Context: an optimization exercise on an open-source flow, tuned for small area. The choices shown serve that exercise and are no tape-out recipe. Only simulation tests tie the RTL to the original design; equivalence was not proved. The flow treats the clock pin as an ideal source. Dropping or thinning the clock tree relies on that and would not hold on a real chip.

Design lab4_2, start of the top module:
module lab4_2(
	input [3:0] userID,
	input CLK,
	input rst,
	input team,
	input [1:0] mode,
	output reg [7:0] numPlyLP,
	output reg [7:0] numPlyCF,
	output reg teamWng,
	output reg capWngLP,
	output reg capWngCF,
	output reg findRes,
	output reg [3:0] listOut,
	output reg listMode
    );
reg [2:0] a [0:4];	 
reg [3:0] b [0:4];	 
reg [3:0] rp;		 
reg capA, capB;		 
reg [1:0] cmd_mode;	 
reg cmd_team;
reg [3:0] cmd_id;
wire logout = (cmd_mode == 2'd0);
wire login  = (cmd_mode == 2'd1);
wire find   = (cmd_mode == 2'd2);
wire list   = (cmd_mode == 2'd3);
wire tOK    = (cmd_team == cmd_id[3]);
wire nz     = |cmd_id[2:0];
function [2:0] pop5(input [4:0] x);
	reg s1, c1, s2, c2;
	begin
		s1 = x[0] ^ x[1] ^ x[2];
		c1 = (x[0] & x[1]) | (x[0] & x[2]) | (x[1] & x[2]);
		s2 = x[3] ^ x[4] ^ s1;
		c2 = (x[3] & x[4]) | (x[3] & s1) | (x[4] & s1);
		pop5 = {c1 & c2, c1 ^ c2, s2};
	end
endfunction
integer i;
reg [2:0] m [0:4];	 
reg [4:0] occA, occB, hit, feA, feB;
reg [2:0] popA, popB, sel;
wire pos0 = ~|rp;
wire [4:0] pdec = {rp, pos0};	 
always @* begin
	for (i = 0; i < 5; i = i + 1) begin
		occA[i] = |a[i];
		occB[i] = b[i][3];
  ...
clock: 15.0 ns
lec_check: 0
abc_area: 1
cap_margin: 20
core_margin: 2
core_utilization: 40
slew_margin: 20
standard.sh (not shown) runs the stock make flow with config.mk's settings and CLKGATE_MAP_FILE= SYNTH_SCRIPT=/design/flow/synth_recipe.tcl, a recipe that flattens the netlist after the stock synthesis.
==> flow/flow/run.sh <==
#!/bin/bash
# Own layout flow: the standard flow, with these changes.
#  2. The port buffers that ORFS inserts use the smallest buffer cell.
#  3. Clock tree synthesis uses clkbuf_8 cells and no dummy loads.
#  4. The constant outputs share one tie cell.
#  5. After CTS the clock root buffer is made clkbuf_2 (flow/post_cts.tcl).
# Each tool's output goes to a log file of its own in the work folder.
set -euo pipefail
cd "$(dirname "$0")/.."
W=$PWD
R=$W/orfs/results/sky130hd/lab4_2/base
LIB=$FLOW_HOME/platforms/sky130hd/lib/sky130_fd_sc_hd__tt_025C_1v80.lib
YOSYS=$FLOW_HOME/../tools/install/yosys/bin/yosys
[ -x "$YOSYS" ] || YOSYS=yosys

bash standard.sh synth > make_synth.log 2>&1
cp $R/1_2_yosys.v $W/standard_synth.v

mkdir -p $W/remap
remap_one() {
  local k=$1 s=$W/remap/$1.script
  : > $s
  for ((i = 0; i < ${#k}; i++)); do
    case ${k:i:1} in
      G) printf 'strash\ndch\namap\n' >> $s ;;
      M) printf 'strash\ndch\nmap -a\n' >> $s ;;
      F) printf 'strash\ndch -f\namap\n' >> $s ;;
      D) printf 'strash\ndc2\ndch\namap\n' >> $s ;;
      A) printf 'strash\ndch\namap -m\n' >> $s ;;
      N) printf 'strash\ndch -f\nmap -a\n' >> $s ;;
    esac
  done
  cat > $W/remap/$k.ys <<EOS
read_liberty -ignore_miss_func $LIB
blackbox sky130_fd_sc_hd__dfxtp_1 sky130_fd_sc_hd__fa_1 sky130_fd_sc_hd__conb_1
read_verilog $W/standard_synth.v
hierarchy -top $FLOW_TOP
flatten
rename -hide w:*.*
opt_clean -purge
abc -script $s -liberty $LIB -dont_use *probe* -dont_use *lpflow*
opt_clean -purge
stat -liberty $LIB
write_verilog -noattr -nohex -nodec $W/remap/$k.v
EOS
  if $YOSYS -l $W/remap/$k.log -s $W/remap/$k.ys > /dev/null 2>&1; then
    echo "$k $(grep 'Chip area' $W/remap/$k.log | tail -1 | awk '{print $NF}')" > $W/remap/$k.area
  fi
}
for k in $(cat $W/flow/abc_sequences.txt); do
  remap_one $k &
  while [ $(jobs -r | wc -l) -ge ${NUM_CORES:-4} ]; do sleep 0.2; done
done
wait
cat $W/remap/*.area | sort -k2 -g > $W/remap_areas.txt
best=$(head -1 $W/remap_areas.txt | awk '{print $1}')
echo "chosen $best" >> $W/remap_areas.txt

# the remapped netlist replaces the synthesis result; make then rebuilds
# 1_synth.odb from it and runs the rest of the flow
if [ -n "$best" ]; then
  cp $W/remap/$best.v $R/1_2_yosys.v
  touch $R/1_2_yosys.v
fi
bash standard.sh "BUFFER_PORTS_ARGS=-buffer_cell sky130_fd_sc_hd__buf_1" \
  "CTS_ARGS=-sink_clustering_enable -repair_clock_nets -dont_use_dummy_load -buf_list sky130_fd_sc_hd__clkbuf_8" \
  SKIP_REPAIR_TIE_FANOUT=1 "POST_CTS_TCL=$W/flow/post_cts.tcl" finish > make_finish.log 2>&1
==> flow/flow/post_cts.tcl <==
# The clock root buffer drives only the few leaf buffers of the tree, so the
# smallest clock buffer serves; the leaves keep the buffers CTS chose.
set root [[ord::get_db_block] findInst clkbuf_0_CLK]
if { $root != "NULL" } {
  replace_cell clkbuf_0_CLK sky130_fd_sc_hd__clkbuf_2
  detailed_placement
  estimate_parasitics -placement
}
Other scripts of this flow, unchanged in this note and not shown: flow/flow/abc_sequences.txt
Change:
--- a/flow/flow/run.sh
+++ b/flow/flow/run.sh
@@ -4,5 +4,6 @@
 #  3. Clock tree synthesis uses clkbuf_8 cells and no dummy loads.
 #  4. The constant outputs share one tie cell.
-#  5. After CTS the clock root buffer is made clkbuf_2 (flow/post_cts.tcl).
+#  5. After CTS the two smallest clock leaves are merged and the root buffer
+#     is made clkbuf_2 (flow/post_cts.tcl).
 # Each tool's output goes to a log file of its own in the work folder.
 set -euo pipefail
==> flow/flow/post_cts.tcl (replaced) <==
# Trim the small clock tree CTS built (a root buffer and four leaf buffers):
# the two leaves with the fewest registers are merged into one, and the root
# buffer, which then drives only three leaf buffers, is made clkbuf_2.
set block [ord::get_db_block]
set root [$block findInst clkbuf_0_CLK]
if { $root != "NULL" } {
  set leaves {}
  foreach inst [$block getInsts] {
    set name [$inst getName]
    if { [string match "clkbuf_*_CLK" $name] && $name != "clkbuf_0_CLK" } {
      set net [[$inst findITerm X] getNet]
      lappend leaves [list [expr {[llength [$net getITerms]] - 1}] $name]
    }
  }
  set leaves [lsort -integer -index 0 $leaves]
  if { [llength $leaves] >= 4 } {
    set gone [$block findInst [lindex [lindex $leaves 0] 1]]
    set keep [$block findInst [lindex [lindex $leaves 1] 1]]
    set gonenet [[$gone findITerm X] getNet]
    set keepnet [[$keep findITerm X] getNet]
    set sx 0; set sy 0; set n 0
    foreach it [concat [$gonenet getITerms] [$keepnet getITerms]] {
      set sink [$it getInst]
      if { $sink == $gone || $sink == $keep } { continue }
      set loc [$sink getLocation]
      set sx [expr {$sx + [lindex $loc 0]}]
      set sy [expr {$sy + [lindex $loc 1]}]
      incr n
    }
    foreach it [$gonenet getITerms] {
      if { [$it getInst] == $gone } { continue }
      $it disconnect
      $it connect $keepnet
    }
    [$gone findITerm A] disconnect
    [$gone findITerm X] disconnect
    odb::dbInst_destroy $gone
    odb::dbNet_destroy $gonenet
    $keep setLocation [expr {$sx / $n}] [expr {$sy / $n}]
    $keep setPlacementStatus PLACED
  }
  replace_cell clkbuf_0_CLK sky130_fd_sc_hd__clkbuf_2
  detailed_placement
  estimate_parasitics -placement
  report_clock_skew
}
First-iteration DRC count rises by roughly a tenth.
Fmax rises slightly.
Cell area falls slightly.
Synthesized area stays the same.

## afterwards: timing with drivers on the ports
In the flow no input, the clock included, has a driving cell. The finished layouts below were timed again as built, in two steps. Step 1 assumes that a clkbuf_16 drives the clock port and a buf_2 every other input. Step 2 times the ports against the registers' clock, not the clock port: input delays grow and output delays shrink by t, the midpoint of the rising clock arrivals with the driver on. Three values: ideal, step 1, step 2; two values: the first two.
run	t, ns	setup slack, ns	worst slew at a driven data input, ns
the first run	0.407	7.527 / 7.501 / 7.908	0.03
the second run	0.378	7.628 / 7.601 / 7.979	0.03
After both steps every run listed still meets setup and hold.
